This is an optimization exercise on Yosys and OpenROAD, whose aim is small area, a short achievable clock period and few clock cycles, not a production implementation.
Only simulation tests tie the RTL to the original design; equivalence was not proved.

==> flow/run.sh <==
#!/bin/bash
# synth_recipe.tcl (not shown) runs the flow's synth.tcl, then flattens the netlist and writes it again
# the make line also repeats each setting of config.mk as NAME=value (left out here)
make -C /OpenROAD-flow-scripts/flow DESIGN_CONFIG=/design/flow/config.mk WORK_HOME=/design/flow/orfs CLKGATE_MAP_FILE= SYNTH_SCRIPT=/design/flow/synth_recipe.tcl finish
==> flow/config.mk <==
export PLATFORM = sky130hd
export DESIGN_NAME = fft_radix2_top
export DESIGN_NICKNAME = fft_radix2_top
export VERILOG_FILES = /design/flow/design.v
export SDC_FILE = /design/flow/constraint.sdc
export NUM_CORES = 8
export LEC_CHECK = 0
export CAP_MARGIN = 20
export CORE_MARGIN = 2
export CORE_UTILIZATION = 40
export SLEW_MARGIN = 20
==> flow/constraint.sdc <==
create_clock -name core_clock -period 20.0 [get_ports {clk}]
set_input_delay 4.0000 -clock core_clock [delete_from_list [all_inputs] [get_ports {clk}]]
set_output_delay 4.0000 -clock core_clock [all_outputs]
set_load 0.01 [all_outputs]
==> flow/design.v <==
module complex_adder #(
    parameter WIDTH = 16
)(
    input  signed [WIDTH-1:0] a_real,
    input  signed [WIDTH-1:0] a_imag,
    input  signed [WIDTH-1:0] b_real,
    input  signed [WIDTH-1:0] b_imag,
    output signed [WIDTH-1:0] sum_real,
    output signed [WIDTH-1:0] sum_imag,
    output                    overflow
);
    wire signed [WIDTH:0] temp_real;
    wire signed [WIDTH:0] temp_imag;
    assign temp_real = {a_real[WIDTH-1], a_real} + {b_real[WIDTH-1], b_real};
    assign temp_imag = {a_imag[WIDTH-1], a_imag} + {b_imag[WIDTH-1], b_imag};
    wire overflow_real = (temp_real > 17'sd32767) | (temp_real < -17'sd32768);
    wire overflow_imag = (temp_imag > 17'sd32767) | (temp_imag < -17'sd32768);
    assign overflow = overflow_real | overflow_imag;
    assign sum_real = overflow_real ? 
                      (temp_real[WIDTH] ? 16'sh8000 : 16'sh7FFF) :
                      temp_real[WIDTH-1:0];
    assign sum_imag = overflow_imag ? 
                      (temp_imag[WIDTH] ? 16'sh8000 : 16'sh7FFF) :
                      temp_imag[WIDTH-1:0];
endmodule
module complex_subtractor #(
    parameter WIDTH = 16
)(
    input  signed [WIDTH-1:0] a_real,
    input  signed [WIDTH-1:0] a_imag,
    input  signed [WIDTH-1:0] b_real,
    input  signed [WIDTH-1:0] b_imag,
    output signed [WIDTH-1:0] diff_real,
    output signed [WIDTH-1:0] diff_imag,
    output                    overflow
);
    wire signed [WIDTH:0] temp_real;
    wire signed [WIDTH:0] temp_imag;
    assign temp_real = {a_real[WIDTH-1], a_real} - {b_real[WIDTH-1], b_real};
    assign temp_imag = {a_imag[WIDTH-1], a_imag} - {b_imag[WIDTH-1], b_imag};
    wire overflow_real = (temp_real > 17'sd32767) | (temp_real < -17'sd32768);
    wire overflow_imag = (temp_imag > 17'sd32767) | (temp_imag < -17'sd32768);
    assign overflow = overflow_real | overflow_imag;
    assign diff_real = overflow_real ? 
                       (temp_real[WIDTH] ? 16'sh8000 : 16'sh7FFF) :
                       temp_real[WIDTH-1:0];
    assign diff_imag = overflow_imag ? 
                       (temp_imag[WIDTH] ? 16'sh8000 : 16'sh7FFF) :
                       temp_imag[WIDTH-1:0];
endmodule
module complex_multiplier #(
    parameter WIDTH = 16
)(
    input                     clk,
    input                     rst_n,
    input                     enable,
    input  signed [WIDTH-1:0] a_real,
    input  signed [WIDTH-1:0] a_imag,
    input  signed [WIDTH-1:0] b_real,
    input  signed [WIDTH-1:0] b_imag,
    output signed [WIDTH-1:0] result_real,
    output signed [WIDTH-1:0] result_imag,
    output reg                valid
);
    wire signed [31:0] ac, bd, ad, bc;
    assign ac = a_real * b_real;
    assign bd = a_imag * b_imag;
    assign ad = a_real * b_imag;
    assign bc = a_imag * b_real;
    wire signed [32:0] real_temp, imag_temp;
    assign real_temp = ac - bd;
    assign imag_temp = ad + bc;
    wire signed [WIDTH-1:0] real_scaled, imag_scaled;
    assign real_scaled = real_temp[30:15];   
    assign imag_scaled = imag_temp[30:15];
    reg signed [WIDTH-1:0] result_real_reg;
    reg signed [WIDTH-1:0] result_imag_reg;
    always @(posedge clk or negedge rst_n) begin
        if (!rst_n) begin
            result_real_reg <= 16'sd0;
            result_imag_reg <= 16'sd0;
            valid <= 1'b0;
        end else if (enable) begin
            result_real_reg <= real_scaled;
            result_imag_reg <= imag_scaled;
            valid <= 1'b1;
        end else begin
            valid <= 1'b0;
        end
    end
    assign result_real = result_real_reg;
    assign result_imag = result_imag_reg;
endmodule
module register_bank #(
    parameter WIDTH = 16,
    parameter DEPTH = 16
)(
    input wire clk,
    input wire rst_n,
    input wire we,           
    input wire signed [WIDTH*DEPTH-1:0] data_in_real,    
    input wire signed [WIDTH*DEPTH-1:0] data_in_imag,
    output wire signed [WIDTH*DEPTH-1:0] data_out_real,
    output wire signed [WIDTH*DEPTH-1:0] data_out_imag
);
    reg signed [WIDTH-1:0] regs_real [0:DEPTH-1];
    reg signed [WIDTH-1:0] regs_imag [0:DEPTH-1];
    integer i;
    always @(posedge clk or negedge rst_n) begin
        if (!rst_n) begin
            for (i = 0; i < DEPTH; i = i + 1) begin
                regs_real[i] <= {WIDTH{1'b0}};
                regs_imag[i] <= {WIDTH{1'b0}};
            end
        end else if (we) begin
            for (i = 0; i < DEPTH; i = i + 1) begin
                regs_real[i] <= data_in_real[(i+1)*WIDTH-1 -: WIDTH];
                regs_imag[i] <= data_in_imag[(i+1)*WIDTH-1 -: WIDTH];
            end
        end
    end
    genvar j;
    generate
        for (j = 0; j < DEPTH; j = j + 1) begin : flatten_output
            assign data_out_real[(j+1)*WIDTH-1 -: WIDTH] = regs_real[j];
            assign data_out_imag[(j+1)*WIDTH-1 -: WIDTH] = regs_imag[j];
        end
    endgenerate
endmodule
module twiddle_rom_radix2 #(
    parameter WIDTH = 16
)(
    input      [2:0] addr,      
    output reg signed [WIDTH-1:0] tw_real,
    output reg signed [WIDTH-1:0] tw_imag
);
    always @(*) begin
        case(addr)
            3'd0: begin   
                tw_real = 16'sd32767;    
                tw_imag = 16'sd0;        
            end
            3'd1: begin   
                tw_real = 16'sd30273;    
                tw_imag = -16'sd12540;   
            end
            3'd2: begin   
                tw_real = 16'sd23170;    
                tw_imag = -16'sd23170;   
            end
            3'd3: begin   
                tw_real = 16'sd12540;    
                tw_imag = -16'sd30273;   
            end
            3'd4: begin   
                tw_real = 16'sd0;        
                tw_imag = -16'sd32767;   
            end
            3'd5: begin   
                tw_real = -16'sd12540;   
                tw_imag = -16'sd30273;   
            end
            3'd6: begin   
                tw_real = -16'sd23170;   
                tw_imag = -16'sd23170;   
            end
            3'd7: begin   
                tw_real = -16'sd30273;   
                tw_imag = -16'sd12540;   
            end
        endcase
    end
endmodule
module butterfly_radix2 #(
    parameter WIDTH = 16
)(
    input                     clk,
    input                     rst_n,
    input                     enable,
    input  signed [WIDTH-1:0] x0_real,
    input  signed [WIDTH-1:0] x0_imag,
    input  signed [WIDTH-1:0] x1_real,
    input  signed [WIDTH-1:0] x1_imag,
    input  signed [WIDTH-1:0] tw_real,
    input  signed [WIDTH-1:0] tw_imag,
    output signed [WIDTH-1:0] y0_real,
    output signed [WIDTH-1:0] y0_imag,
    output signed [WIDTH-1:0] y1_real,
    output signed [WIDTH-1:0] y1_imag,
    output                    valid
);
    wire signed [WIDTH-1:0] sum_real, sum_imag;
    wire ov_add;
    complex_adder #(.WIDTH(WIDTH)) adder (
        .a_real(x0_real),
        .a_imag(x0_imag),
        .b_real(x1_real),
        .b_imag(x1_imag),
        .sum_real(sum_real),
        .sum_imag(sum_imag),
        .overflow(ov_add)
    );
    wire signed [WIDTH-1:0] diff_real, diff_imag;
    wire ov_sub;
    complex_subtractor #(.WIDTH(WIDTH)) subtractor (
        .a_real(x0_real),
        .a_imag(x0_imag),
        .b_real(x1_real),
        .b_imag(x1_imag),
        .diff_real(diff_real),
        .diff_imag(diff_imag),
        .overflow(ov_sub)
    );
    reg signed [WIDTH-1:0] sum_real_reg, sum_imag_reg;
    always @(posedge clk or negedge rst_n) begin
        if (!rst_n) begin
            sum_real_reg <= 16'sd0;
            sum_imag_reg <= 16'sd0;
        end else begin
            sum_real_reg <= sum_real;
            sum_imag_reg <= sum_imag;
        end
    end
    wire signed [WIDTH-1:0] mult_real, mult_imag;
    wire mult_valid;
    complex_multiplier #(.WIDTH(WIDTH)) multiplier (
        .clk(clk),
        .rst_n(rst_n),
        .enable(enable),
        .a_real(diff_real),
        .a_imag(diff_imag),
        .b_real(tw_real),
        .b_imag(tw_imag),
        .result_real(mult_real),
        .result_imag(mult_imag),
        .valid(mult_valid)
    );
    assign y0_real = sum_real_reg;
    assign y0_imag = sum_imag_reg;
    assign y1_real = mult_real;
    assign y1_imag = mult_imag;
    assign valid = mult_valid;
endmodule
module control_radix2 (
    input  wire clk,
    input  wire rst_n,
    input  wire start,       
    output reg  [1:0] cycle,       
    output reg  bf_enable,   
    output reg  reg_we,      
    output reg  mux_sel,     
    output reg  done,        
    output reg  data_valid   
);
    localparam IDLE      = 4'd0;
    localparam CYCLE_0   = 4'd1;
    localparam WAIT_0    = 4'd2;
    localparam CYCLE_1   = 4'd3;
    localparam WAIT_1    = 4'd4;
    localparam CYCLE_2   = 4'd5;
    localparam WAIT_2    = 4'd6;
    localparam CYCLE_3   = 4'd7;
    localparam WAIT_3    = 4'd8;
    localparam DONE      = 4'd9;
    reg [3:0] state, next_state;
    always @(posedge clk or negedge rst_n) begin
        if (!rst_n)
            state <= IDLE;
        else
            state <= next_state;
    end
    always @(*) begin
        case (state)
            IDLE: begin
                if (start)
                    next_state = CYCLE_0;
                else
                    next_state = IDLE;
            end
            CYCLE_0: next_state = WAIT_0;
            WAIT_0:  next_state = CYCLE_1;
            CYCLE_1: next_state = WAIT_1;
            WAIT_1:  next_state = CYCLE_2;
            CYCLE_2: next_state = WAIT_2;
            WAIT_2:  next_state = CYCLE_3;
            CYCLE_3: next_state = WAIT_3;
            WAIT_3:  next_state = DONE;
            DONE: begin
                if (start)
                    next_state = CYCLE_0;
                else
                    next_state = IDLE;
            end
            default: next_state = IDLE;
        endcase
    end
    always @(*) begin
        cycle = 2'd0;
        bf_enable = 1'b0;
        reg_we = 1'b0;
        mux_sel = 1'b0;
        done = 1'b0;
        data_valid = 1'b0;
        case (state)
            IDLE: begin
                mux_sel = 1'b0;   
            end
            CYCLE_0: begin
                cycle = 2'd0;
                bf_enable = 1'b1;
                mux_sel = 1'b0;   
            end
            WAIT_0: begin
                cycle = 2'd0;
                reg_we = 1'b1;    
                mux_sel = 1'b0;
            end
            CYCLE_1: begin
                cycle = 2'd1;
                bf_enable = 1'b1;
                mux_sel = 1'b1;   
            end
            WAIT_1: begin
                cycle = 2'd1;
                reg_we = 1'b1;
                mux_sel = 1'b1;
            end
            CYCLE_2: begin
                cycle = 2'd2;
                bf_enable = 1'b1;
                mux_sel = 1'b1;   
            end
            WAIT_2: begin
                cycle = 2'd2;
                reg_we = 1'b1;
                mux_sel = 1'b1;
            end
            CYCLE_3: begin
                cycle = 2'd3;
                bf_enable = 1'b1;
                mux_sel = 1'b1;   
            end
            WAIT_3: begin
                cycle = 2'd3;
                reg_we = 1'b1;
                mux_sel = 1'b1;
            end
            DONE: begin
                done = 1'b1;
                data_valid = 1'b1;
                mux_sel = 1'b1;   
            end
            default: begin
            end
        endcase
    end
endmodule
module fft_radix2_top #(
    parameter WIDTH = 16
)(
    input wire clk,
    input wire rst_n,
    input wire start,
    input wire signed [WIDTH*16-1:0] data_in_real,
    input wire signed [WIDTH*16-1:0] data_in_imag,
    output wire signed [WIDTH*16-1:0] data_out_real,
    output wire signed [WIDTH*16-1:0] data_out_imag,
    output wire done,
    output wire valid
);
    wire [1:0] cycle;
    wire bf_enable, reg_we, mux_sel;
    control_radix2 ctrl (
        .clk(clk),
        .rst_n(rst_n),
        .start(start),
        .cycle(cycle),
        .bf_enable(bf_enable),
        .reg_we(reg_we),
        .mux_sel(mux_sel),
        .done(done),
        .data_valid(valid)
    );
    wire signed [WIDTH*16-1:0] reg_out_real, reg_out_imag;
    wire signed [WIDTH*16-1:0] mux_out_real, mux_out_imag;
    assign mux_out_real = mux_sel ? reg_out_real : data_in_real;
    assign mux_out_imag = mux_sel ? reg_out_imag : data_in_imag;
    wire signed [WIDTH-1:0] bf_out_real [0:15];
    wire signed [WIDTH-1:0] bf_out_imag [0:15];
    genvar i;
    generate
        for (i = 0; i < 8; i = i + 1) begin : butterfly_array
            localparam integer I = i;    
            reg [3:0] idx0, idx1;
            reg [2:0] tw_addr;
            always @(*) begin
                case (cycle)
                    2'd0: begin
                        idx0    = I;               
                        idx1    = I + 8;           
                        tw_addr = I[2:0];          
                    end
                    2'd1: begin
                        idx0    = (I < 4) ? I : (I + 4);    
                        idx1    = idx0 + 4;                
                        tw_addr = ((I & 3) << 1);          
                    end
                    2'd2: begin
                        idx0    = (I & 1) + ((I >> 1) << 2);  
                        idx1    = idx0 + 2;                  
                        tw_addr = (I & 1) ? 3'd4 : 3'd0;      
                    end
                    2'd3: begin
                        idx0    = I << 1;                    
                        idx1    = (I << 1) + 1;              
                        tw_addr = 3'd0;
                    end
                    default: begin
                        idx0    = 4'd0;
                        idx1    = 4'd0;
                        tw_addr = 3'd0;
                    end
                endcase
            end
            wire signed [WIDTH-1:0] x0_real = mux_out_real[(idx0+1)*WIDTH-1 -: WIDTH];
            wire signed [WIDTH-1:0] x0_imag = mux_out_imag[(idx0+1)*WIDTH-1 -: WIDTH];
            wire signed [WIDTH-1:0] x1_real = mux_out_real[(idx1+1)*WIDTH-1 -: WIDTH];
            wire signed [WIDTH-1:0] x1_imag = mux_out_imag[(idx1+1)*WIDTH-1 -: WIDTH];
            wire signed [WIDTH-1:0] tw_real, tw_imag;
            twiddle_rom_radix2 #(.WIDTH(WIDTH)) twiddle (
                .addr(tw_addr),
                .tw_real(tw_real),
                .tw_imag(tw_imag)
            );
            wire signed [WIDTH-1:0] y0_real, y0_imag, y1_real, y1_imag;
            butterfly_radix2 #(.WIDTH(WIDTH)) butterfly (
                .clk(clk),
                .rst_n(rst_n),
                .enable(bf_enable),
                .x0_real(x0_real),
                .x0_imag(x0_imag),
                .x1_real(x1_real),
                .x1_imag(x1_imag),
                .tw_real(tw_real),
                .tw_imag(tw_imag),
                .y0_real(y0_real),
                .y0_imag(y0_imag),
                .y1_real(y1_real),
                .y1_imag(y1_imag),
                .valid()
            );
            assign bf_out_real[i]   = y0_real;
            assign bf_out_imag[i]   = y0_imag;
            assign bf_out_real[i+8] = y1_real;
            assign bf_out_imag[i+8] = y1_imag;
        end
    endgenerate
    wire signed [WIDTH*16-1:0] bf_out_real_flat, bf_out_imag_flat;
    genvar k;
    generate
        for (k = 0; k < 16; k = k + 1) begin : flatten_bf_out
            assign bf_out_real_flat[(k+1)*WIDTH-1 -: WIDTH] = bf_out_real[k];
            assign bf_out_imag_flat[(k+1)*WIDTH-1 -: WIDTH] = bf_out_imag[k];
        end
    endgenerate
    register_bank #(
        .WIDTH(WIDTH),
        .DEPTH(16)
    ) reg_bank (
        .clk(clk),
        .rst_n(rst_n),
        .we(reg_we),
        .data_in_real(bf_out_real_flat),
        .data_in_imag(bf_out_imag_flat),
        .data_out_real(reg_out_real),
        .data_out_imag(reg_out_imag)
    );
    assign data_out_real = reg_out_real;
    assign data_out_imag = reg_out_imag;
endmodule
==> summary.txt <==
==> per-stage QoR <==
stage	util (%)	area [um2]	setup slack, ps	std cells
after detailed placement	43.9	346000	845	44600
final	44.7	352000	1390	45100
after floorplan	-	317000	3260	33100
after CTS	44.6	352000	1800	44800
after global routing	44.6	352000	554	44900
after global placement	43.9	346000	840	44600
==> Yosys cell counts (62+ instances only) <==
cell type / n / area [um2]
o211ai_1: 68 / 510
clkbuf_1: 976 / 3660
buf_1: 143 / 537
nor2b_1: 128 / 801
a211oi_1: 218 / 1640
mux2_2: 636 / 7160
a31oi_1: 67 / 419
o21ai_1: 70 / 350
fa_1: 6758 / 135000
inv_1: 9165 / 34400
o21a_1: 97 / 728
and2_1: 379 / 2370
a21o_1: 198 / 1490
nand2b_1: 181 / 1130
nor2_1: 1760 / 6610
o22ai_1: 62 / 388
or2_2: 90 / 563
xor2_1: 199 / 1740
nand2_1: 2465 / 9250
mux4_2: 285 / 6420
a21oi_1: 1092 / 5470
o31ai_1: 78 / 586
ha_1: 3205 / 40100
mux2i_1: 930 / 9310
o21ai_0: 874 / 4370
nor3_1: 154 / 771
xnor2_1: 817 / 7160
nand3_1: 113 / 566
o21bai_1: 138 / 1040
dfrtp_1: 1028 / 25700
==> critical path, delay by kind of cell <==
family                   cells  cell delay (ps)
XOR/XNOR                     1              140
buffers and inverters        7             1500
AO/OA/AOI/OAI               20             6070
AND/OR/NAND/NOR             10             2060
adder cells (fa/ha/maj)     11             4730
multiplexers                 2              850
==> worst max-delay path by stage <==
stage	end	start	depth (start not counted)
floorplan	flip-flop	ctrl.state[0]$_DFF_PN0_	73
global placement	flip-flop	data_in_real[96]	52
detailed placement	flip-flop	data_in_real[96]	52
CTS	flip-flop	data_in_real[96]	52
global route	flip-flop	data_in_real[96]	51
finish	flip-flop	data_in_real[96]	51
==> cell families (layout without fill, tap and decap cells) <==
group	after synthesis	count (layout)	synth area share [%]
fa+ha+maj	9983	9983	55.4
flops	1028	1028	8.12
mux	1852	1852	7.23
other cells	1	236	0.00118
buf+inv	10300	11500	12.3
compound gates	3411	3411	6.67
simple gates	5522	5522	7.52
xor+xnor	1016	1016	2.81
==> cell type report <==
class,instances,area (um2),share of cell area (%)
Multi-Input combinational cell,21800,255000,72.3
Timing Repair Buffer,2081,18700,5.30
Inverter,9179,34500,9.79
Tap cell,10500,13100,3.73
Clock inverter,85,1180,0.335
Sequential cell,1028,25700,7.30
Antenna cell,235,588,0.167
Clock buffer,179,3970,1.13
==> per-layer routing <==
metal	vias up	wire [um]
met5	-	724
met4	74	143000
met3	2771	160000
met2	12400	611000
met1	128000	553000
li1	103000	-
==> results.yml <==
outcome:
  outcome: "finished clean"
placement:
  place.port_buffers: 1028
  routabilityCongestion: 1.09
  hpwlAfterDp_mm: 1260
detailed_routing:
  wirelength_mm: 1470
  wl_per_cell_um: 32.6
  vias: 246000
  drc_errors: 0
  detail-route-antenna-nets: 0
  viasPerCell: 5.46
  drt_iter0_markers: 25500
  dr.pass1.iters: 9
setup_path:
  cp_data_arrival_time_ps: 19410
  cp_max_fo: 22
  start_kind: "primary input"
  rrSetupSlack_ps: 1580
  cp.required_ps: 20800
  rr_worst_depth: 52
  path_common_cell: "fa_1"
  timing.rr.start: "ctrl.state[0]$_DFF_PN0_"
  worstSetupPathType: "in -> reg"
  cp_slowest_stage_delay_ps: 870
  crit_path_end_kind: "flip-flop"
  slowest_stage: "clkdlybuf4s50_1"
floorplanning:
  core_um2: 789000
  start_util_pct: 40.2
  die_w_um: 894
  num_io_pins: 1029
  dieArea_um2: 799000
  die_h_um: 894
  rows: 326
clock_tree:
  ctsRootBufferMaster: "clkbuf_16"
  cts_resized: 0
  clk_latency_ps: 1060
  tritoncts: "built"
  cts_setup_buffers: 0
  cts_sinks: 1028
  hold_buffers: 0
  clock_path_buffers: 4
  clk_pin_slew_worst_paths_ps: 60
  numCtsBuffers: 146
  h-tree-depth: 4
sta:
  rsz0062_at_grt: "no"
  tightest_slew_ps: 1350
  hold_viol: 0
  finalCriticalPeriod_ps: 18610
  clock_skew_ps: 129
  min_period_over_period_pct: 93.0
  slew_headroom_pct: 7.62
  fmax_ghz: 0.0537
  timing.hold.ws_ps: 426
  setup_violations: 0
  drv_slew: 0
  setup_tns_ps: 0
final_layout:
  reg_top3: "reg_bank.regs_imag x256, reg_bank.regs_real x256"
  drive_gt1_share_pct: 8.19
  area_growth_pct: 11.2
  final_common_cell: "inv_1"
  fill_cells: 76700
  final_cell_mix: "9154 x inv_1, 6758 x fa_1, 3191 x ha_1"
  nets: 44700
logic_synthesis:
  async_flop_share_pct: 100
  synth_seq_area_share_pct: 8.12
  synth_warnings: 8
  synth_ff_type: "dfrtp_1"
  synth_area_um2: 317000
  syn_inst: 33100
  yosysUniqueCellTypes: 111
  synth_edf_count: 0
  syn-mean-instance-area_um2: 9.56
  syn-num-nets: 43600
  synth-seq-cells: 1028
global_route:
  top_usage_layer: "met2"
  grt_pass1_wl_mm: 2040
  grt_max_degree: 140
  grt.met2_usage_pct: 52.7
  grt_use_met3_pct: 12.1
  globalRouteOverflowTotal: 0
  globalRouteMet1Util_pct: 45.8
  grt_pass1_vias: 256000
  grt_use_total_pct: 36.7
  antenna_found_initial: 218
worst_hold_path:
  hold_path_startpoint: "butterfly_array[1].butterfly.sum_real_reg[8]$_DFF_PN0_"
  min_to: "reg_bank.regs_real[1][8]$_DFFE_PN0P_"
  hold_depth: 1
  min_path_type: "reg -> reg"
run:
  max-cap-violations: 0
Testbench counts, summed over its fixed seeds: cycles 3,456.

[afterwards: timing with drivers on the ports]
How much do the figures lean on ideal ports? The routed layout below was timed once more, with nothing changed but the port constraints.
Step 1 sets driving cells, clkbuf_16 on the clock port and buf_2 on the other inputs (assumed; they add their load-dependent delay and slew).
Step 2, shift: input delay + t, output delay - t, t = (earliest + latest rising clock arrival at the registers) / 2. This alone moves slack from input paths to output paths.
Three values: no drivers, after step 1, after step 2; two values: the first two.
t (ns): 1.142
setup WS [ns]: 1.392 / 1.508 / 0.366
hold WS [ns]: 0.426 / 0.426 / 0.426
worst register clock-pin slew, ns: 0.09 / 0.09
worst data-port slew with drivers (ns): 0.68
After both steps setup and hold are still met in this run. The setup slack of this run moves by +0.116 ns with the drivers and by -1.026 ns with both steps.
